Background: an optimization exercise with open tools, aiming at small area. Do not read the settings as production practice. Function was checked by simulation only, so behaviour that the tests miss may differ from the original. Power and IR drop assume default switching activity.

== old ==
==> flow/design.v <==
module i2c_controller #(
    parameter SCL_DIV = 60
)  (
    input clk_i,
    input reset_i,
    output sda_o,
    output scl_o,
    input sda_i,
    output [11:0] imem_addr_o,
    input [15:0] imem_data_i,
    output [11:0] read_tag_o,
    output [7:0] read_data_o,
    output read_data_valid_o,
    output nak_o,
    output nak_valid_o,
    output logic [5:0] trigger_o,
    input [5:0] trigger_i
);
    localparam CW = 6;   
    localparam [CW-1:0] C_LAST = SCL_DIV - 1;
    localparam [CW-1:0] C_FELL = 1;
    localparam [CW-1:0] C_ROSE = (SCL_DIV >> 1) + 1;
    localparam [CW-1:0] C_IDLE = (SCL_DIV >> 1) + 2;
    localparam [2:0] T_IDLE = 3'd0, T_ARMED = 3'd1, T_PRE = 3'd2, T_START = 3'd3,
                     T_TXRX = 3'd4, T_TREG = 3'd5, T_TRS = 3'd6, T_TSTOP = 3'd7;
    logic [CW-1:0] cnt;
    logic [2:0] tstate;
    logic [3:0] bit_addr;
    logic sda, scl, scn;
    logic mode;              
    logic [1:0] fec;         
    logic rdack;
    logic [7:0] wr;          
    logic [7:0] rd;          
    logic tx_ev;             
    logic ev_o;              
    wire fell = (cnt == C_FELL);
    wire rose = (cnt == C_ROSE);
    wire ready = (tstate[2:1] == 2'b00);
    assign sda_o = sda;
    assign scl_o = scl;
    assign read_data_o = rd;
    assign nak_o = wr[0];
    assign read_data_valid_o = ev_o & mode;
    assign nak_valid_o = ev_o & ~mode;
    localparam [2:0] C_FETCH = 3'd0, C_DECODE = 3'd1, C_XF = 3'd2, C_XE = 3'd3,
                     C_CB = 3'd4, C_WAIT = 3'd5;
    logic [2:0] cstate;
    logic [11:0] pc;
    logic [15:0] ir;
    logic [15:0] arg;
    logic zflag;
    logic hit;
    logic [11:0] read_tag;
    assign imem_addr_o = pc;
    assign read_tag_o = read_tag;
    wire [3:0] op = ir[15:12];
    wire dec = (cstate == C_DECODE);
    wire xe_go = (cstate == C_XE) && ready;
    wire last = (ir[7:0] == 8'd1);
    wire n_zero = (ir[7:0] == 8'd0);
    wire imem_zero = (imem_data_i == 16'd0);
    logic tick;
    always_comb begin
        tick = 1'b1;
        for (int i = 0; i < 15; i++)
            if (i < ir[11:8]) tick = tick & arg[i];
    end
    wire wait_done = n_zero | (last & tick);
    wire cb_ok = &((rd & arg[7:0]) | ~arg[7:0]) & &((~rd & arg[15:8]) | ~arg[15:8]);
    wire jrel = dec && (op == 4'b1001);
    wire jabs = (dec && (op == 4'b1000)) || ((cstate == C_CB) && !cb_ok);
    wire ld_arg = (dec && (op == 4'b1010) && ready) ||
                  ((cstate == C_XF) && !ir[13] && !ir[10]);
    wire pc_inc = (cstate == C_FETCH) || ld_arg;
    wire [11:0] pc_sum = pc + (jrel ? ir[11:0] : 12'd1);
    logic [15:0] ir_d;
    always_comb begin
        ir_d = ir;
        if (cstate == C_FETCH) ir_d = imem_data_i;
        else begin
            if (xe_go) ir_d[13] = ~ir[13];
            if ((xe_go && !n_zero) || ((cstate == C_WAIT) && tick)) ir_d[7:0] = ir[7:0] - 8'd1;
        end
    end
    wire set_tag = (cstate == C_FETCH) && (op == 4'b0001);
    always_ff @(posedge clk_i) begin
        ir <= ir_d;
        hit <= |(ir_d[5:0] & trigger_i) | |(ir_d[11:6] & ~trigger_i);
        ev_o <= tx_ev;
        if (jabs) pc <= ir[11:0];
        else if (pc_inc || jrel) pc <= pc_sum;
        if (ld_arg) begin
            arg <= imem_data_i;
            zflag <= imem_zero;
        end
        if (dec && (op == 4'b0100)) begin
            arg <= '0;
            zflag <= n_zero;
        end
        if (cstate == C_WAIT) arg[14:0] <= arg[14:0] + 15'd1;
        case (cstate)
            C_FETCH: cstate <= C_DECODE;
            C_DECODE: begin
                case (op)
                    4'b0000: cstate <= C_XF;
                    4'b0001: if (ready) cstate <= C_FETCH;
                    4'b0100: cstate <= zflag ? C_FETCH : C_WAIT;
                    4'b0101: if (hit) cstate <= C_FETCH;
                    4'b0110: begin
                        trigger_o <= ir[5:0];
                        cstate <= C_FETCH;
                    end
                    4'b1010: if (ready) cstate <= C_CB;
                    default: cstate <= C_FETCH;
                endcase
            end
            C_XF: cstate <= C_XE;
            C_XE: if (ready) cstate <= last ? C_FETCH : C_XF;
            C_CB: cstate <= C_FETCH;
            C_WAIT: if (wait_done) cstate <= C_FETCH;
            default: cstate <= C_FETCH;
        endcase
        if (!tx_ev) begin
            if (reset_i) read_tag <= '0;
            else if (set_tag) read_tag <= ir[11:0];
            else if (read_data_valid_o) read_tag <= read_tag + 12'd1;
        end
        if (reset_i) begin
            pc <= '0;
            cstate <= C_FETCH;
            trigger_o <= '0;
        end
    end
    always_ff @(posedge clk_i) begin
        cnt <= (cnt == C_LAST) ? '0 : cnt + 1'b1;
        tx_ev <= 1'b0;
        if (xe_go) begin
            mode <= ir[10];
            if (last) begin
                if (ir[9:8] != 2'b11) fec <= ir[9:8];
                rdack <= ~ir[11];
            end else begin
                fec <= 2'b00;
                rdack <= 1'b1;
            end
            wr <= ir[13] ? arg[7:0] : arg[15:8];
            tstate <= T_ARMED;
        end
        case (tstate)
            T_IDLE: scl <= scn;
            T_ARMED: begin
                scl <= scn;
                tstate <= T_PRE;
            end
            T_PRE: if (fell) tstate <= T_START;
            T_START: if (rose) begin
                sda <= 1'b0;
                tstate <= T_TXRX;
                bit_addr <= '0;
            end
            T_TXRX: begin
                if (fell) begin
                    scl <= 1'b0;
                    if (bit_addr[3]) sda <= ~(mode & rdack);
                    else sda <= mode | wr[7];
                    if (mode && (bit_addr == 4'd9)) tx_ev <= 1'b1;
                end
                if (rose) begin
                    if (bit_addr == 4'd9) begin
                        case (fec)
                            2'b00: tstate <= T_TREG;
                            2'b01: tstate <= T_TRS;
                            2'b10: tstate <= T_TSTOP;
                            default: ;
                        endcase
                        bit_addr <= '0;
                    end else begin
                        scl <= 1'b1;
                        bit_addr <= bit_addr + 1'b1;
                        if (!mode) wr <= {wr[6:0], sda_i};
                        else if (!bit_addr[3]) rd <= {rd[6:0], sda_i};
                        if (!mode && bit_addr[3]) tx_ev <= 1'b1;
                    end
                end
            end
            T_TREG: begin
                scl <= 1'b0;
                sda <= 1'b1;
                if (fell) bit_addr <= bit_addr + 1'b1;
                if ((cnt == C_IDLE) && bit_addr[0]) begin
                    scn <= 1'b0;
                    tstate <= T_IDLE;
                end
            end
            T_TRS: begin
                if (fell) begin
                    bit_addr <= bit_addr + 1'b1;
                    sda <= (bit_addr >= 4'd1);
                    scl <= (bit_addr >= 4'd2);
                end
                if (rose && (bit_addr == 4'd2)) begin
                    scn <= 1'b1;
                    tstate <= T_IDLE;
                end
            end
            T_TSTOP: begin
                if (fell) begin
                    bit_addr <= bit_addr + 1'b1;
                    if (bit_addr == 4'd0) scl <= 1'b0;
                    sda <= (bit_addr >= 4'd2);
                end
                if (rose) begin
                    scl <= 1'b1;
                    if (bit_addr == 4'd2) begin
                        scn <= 1'b1;
                        tstate <= T_IDLE;
                        sda <= 1'b1;
                    end
                end
            end
        endcase
        if (reset_i) begin
            cnt <= '0;
            tstate <= T_IDLE;
            sda <= 1'b1;
            scl <= 1'b1;
            scn <= 1'b1;
        end
    end
endmodule
==> flow/config.mk <==
export PLATFORM = sky130hd
export DESIGN_NAME = i2c_controller
export DESIGN_NICKNAME = i2c_controller
export VERILOG_FILES = /design/flow/design.v
export SDC_FILE = /design/flow/constraint.sdc
export NUM_CORES = 4
export LEC_CHECK = 0
export CAP_MARGIN = 20
export CORE_MARGIN = 2
export CORE_UTILIZATION = 60
export PLACE_DENSITY = 0.7
export SLEW_MARGIN = 20
==> flow/constraint.sdc <==
create_clock -name core_clock -period 10.0 [get_ports {clk_i}]
set_input_delay 2.0000 -clock core_clock [delete_from_list [all_inputs] [get_ports {clk_i}]]
set_output_delay 2.0000 -clock core_clock [all_outputs]
set_load 0.01 [all_outputs]
standard.sh (not shown) runs the stock make flow with config.mk's settings and CLKGATE_MAP_FILE= SYNTH_SCRIPT=/design/flow/synth_recipe.tcl, a recipe that flattens the netlist after the stock synthesis.
==> flow/flow/run.sh <==
#!/bin/bash
# Standard ORFS layout (the standard.sh, unchanged synthesis and steps) with:
#  - port buffers made from the smallest buffer cell (buf_1); every input and
#    output port still gets its own buffer;
#  - a smaller clock tree: clkbuf_8 leaf/root buffers, larger sink clusters,
#    no dummy loads;
#  - power recovery after global routing (RECOVER_POWER), which downsizes
#    cells on paths with timing slack to spare.
# The full make output goes to standard_flow.log in the work folder.
set -euo pipefail
export BUFFER_PORTS_ARGS="-buffer_cell sky130_fd_sc_hd__buf_1"
export CTS_ARGS="-sink_clustering_enable -repair_clock_nets -buf_list sky130_fd_sc_hd__clkbuf_8 -sink_clustering_size 20 -sink_clustering_max_diameter 60 -dont_use_dummy_load"
export RECOVER_POWER=100
bash standard.sh finish > standard_flow.log 2>&1
old ran in full, but the layout does not pass; the checks complain about max-capacitance violations, max-slew violations.
--- input diff old..new ---
Settings: swapping 60 for 40 in CORE_UTILIZATION; swapping 0.7 for 0.6 in PLACE_DENSITY.
-- flow/flow/run.sh --
<<< old, line 6
#    no dummy loads;
#  - power recovery after global routing (RECOVER_POWER), which downsizes
#    cells on paths with timing slack to spare.
>>> new, line 6
#    no dummy loads.
<<< old, line 13
export RECOVER_POWER=100
>>> new, line 11
Results
Die size: new exceeds old
Sort old and new by setup slack desc -> top: new
Looking at final critical path time including I/O delays and setup, new sits 45 ps below old.
Looking at setup slack at placement across both flows, new is the weaker of the two, with old ahead.
| aggregate global-route resource usage | new vs old | 8.7 points lower |
Taking old as the reference, in new via count level; cell row count moved up.
new: done, clean on timing, DRC and antenna
new vs old: sequential share of layout area down in new
Comparing old and new, global routing usage on met2 is lower on new.
Summary: with old as the reference, number of filler instances in the final layout in new moved up by more than half.

RTL: the design.v shown in full above, as it stands there.
==> flow/config.mk <==
export PLATFORM = sky130hd
export DESIGN_NAME = i2c_controller
export DESIGN_NICKNAME = i2c_controller
export VERILOG_FILES = /design/flow/design.v
export SDC_FILE = /design/flow/constraint.sdc
export NUM_CORES = 4
export LEC_CHECK = 0
export CAP_MARGIN = 20
export CORE_MARGIN = 2
export CORE_UTILIZATION = 40
export PLACE_DENSITY = 0.6
export SLEW_MARGIN = 20
==> flow/constraint.sdc <==
create_clock -name core_clock -period 10.0 [get_ports {clk_i}]
set_input_delay 2.0000 -clock core_clock [delete_from_list [all_inputs] [get_ports {clk_i}]]
set_output_delay 2.0000 -clock core_clock [all_outputs]
set_load 0.01 [all_outputs]
==> flow/flow/run.sh <==
#!/bin/bash
# Standard ORFS layout (the standard.sh, unchanged synthesis and steps),
# with the port buffers made from the smallest buffer cell (buf_1) instead of
# the resizer's default choice. Every input and output port still gets its own
# buffer. The full make output goes to standard_flow.log in the work folder.
set -euo pipefail
export BUFFER_PORTS_ARGS="-buffer_cell sky130_fd_sc_hd__buf_1"
bash standard.sh finish > standard_flow.log 2>&1
Edit:
==> flow/run.sh (new file) <==
#!/bin/bash
# synth_recipe.tcl (not shown) runs the flow's synth.tcl, then flattens the netlist and writes it again
# the make line also repeats each setting of config.mk as NAME=value (left out here)
make -C /OpenROAD-flow-scripts/flow DESIGN_CONFIG=/design/flow/config.mk WORK_HOME=/design/flow/orfs CLKGATE_MAP_FILE= SYNTH_SCRIPT=/design/flow/synth_recipe.tcl finish
removed: flow/flow/run.sh
removed: flow/standard.sh
Clock skew climbs by 0.0053 ns.
First-iteration DRC count is higher by 19%.
Design area went up by 6.6%.
Non-clock buffer count grows by 1.
Wire length went up by 0.90%.
Total power came out higher by 5.6%.
Final cell count stays flat.
Sequential share of layout area fell by 2.2 points.
Core utilization rises by 2.9 points.
Edit:
==> flow/flow/run.sh (new file) <==
#!/bin/bash
# Standard ORFS layout (the standard.sh, unchanged synthesis and steps) with:
#  - port buffers made from the smallest buffer cell (buf_1); every input and
#    output port still gets its own buffer;
#  - a smaller clock tree: clkbuf_8 leaf/root buffers, larger sink clusters,
#    no dummy loads;
#  - power recovery after global routing (RECOVER_POWER), which downsizes
#    cells on paths with timing slack to spare.
# The full make output goes to standard_flow.log in the work folder.
set -euo pipefail
export BUFFER_PORTS_ARGS="-buffer_cell sky130_fd_sc_hd__buf_1"
export CTS_ARGS="-sink_clustering_enable -repair_clock_nets -buf_list sky130_fd_sc_hd__clkbuf_8 -sink_clustering_size 20 -sink_clustering_max_diameter 60 -dont_use_dummy_load"
export RECOVER_POWER=100
bash standard.sh finish > standard_flow.log 2>&1
==> flow/standard.sh (new file) <==
#!/bin/bash
# synth_recipe.tcl (not shown) runs the flow's synth.tcl, then flattens the netlist and writes it again
# the make line also repeats each setting of config.mk as NAME=value (left out here)
make -C /OpenROAD-flow-scripts/flow DESIGN_CONFIG=/design/flow/config.mk WORK_HOME=/design/flow/orfs CLKGATE_MAP_FILE= SYNTH_SCRIPT=/design/flow/synth_recipe.tcl "${@:-finish}"
removed: flow/run.sh
After rerunning: The new run finished with max-capacitance violations, max-slew violations left; count of clock-buffer cells in the layout shrinks by 4; hold slack degrades by 0.0063 ns; first-iteration DRC count shrinks by 20%; clock skew grows by 0.0060 ns; register-to-register slack degrades by 0.24 ns; power shrinks by 15%; maximum frequency shrinks by 5.8%; critical path depth shrinks by 11.

==> re-timing with driven ports <==
How much do the figures lean on ideal ports? The routed layouts below were timed once more, with nothing changed but the port constraints. Step 1 (the two cells are an assumption about what drives the block):
set clk [get_ports {clk_i}]
set_driving_cell -lib_cell sky130_fd_sc_hd__clkbuf_16 $clk
set_driving_cell -lib_cell sky130_fd_sc_hd__buf_2 [delete_from_list [all_inputs] $clk]
Step 2, shift: input delay + t, output delay - t, t = (earliest + latest rising clock arrival at the registers) / 2. This alone moves slack from input paths to output paths. a / b / c = no drivers / after step 1 / after step 2; a / b = the first two.
run | t (ns) | setup slack, ns | hold WS [ns] | worst data-port slew with drivers (ns) | cell pins on the clock port's net
old | 0.416 | 5.627 / 5.629 / 5.212 | 0.350 / 0.350 / 0.350 | 0.03 | 1
new | 0.408 | 5.672 / 5.672 / 5.672 | 0.374 / 0.374 / 0.374 | 0.04 | 1
the first run of note 2 | 0.388 | 5.657 / 5.657 / 5.657 | 0.368 / 0.368 / 0.368 | 0.04 | 1
the second run of note 2 | 0.387 | 5.832 / 5.832 / 5.832 | 0.371 / 0.371 / 0.371 | 0.04 | 1
the third run of note 2 | 0.412 | 5.576 / 5.577 / 5.165 | 0.364 / 0.364 / 0.364 | 0.04 | 1
For old, which loses most, drivers alone change the setup slack by +0.002 ns; drivers and shift together by -0.415 ns.
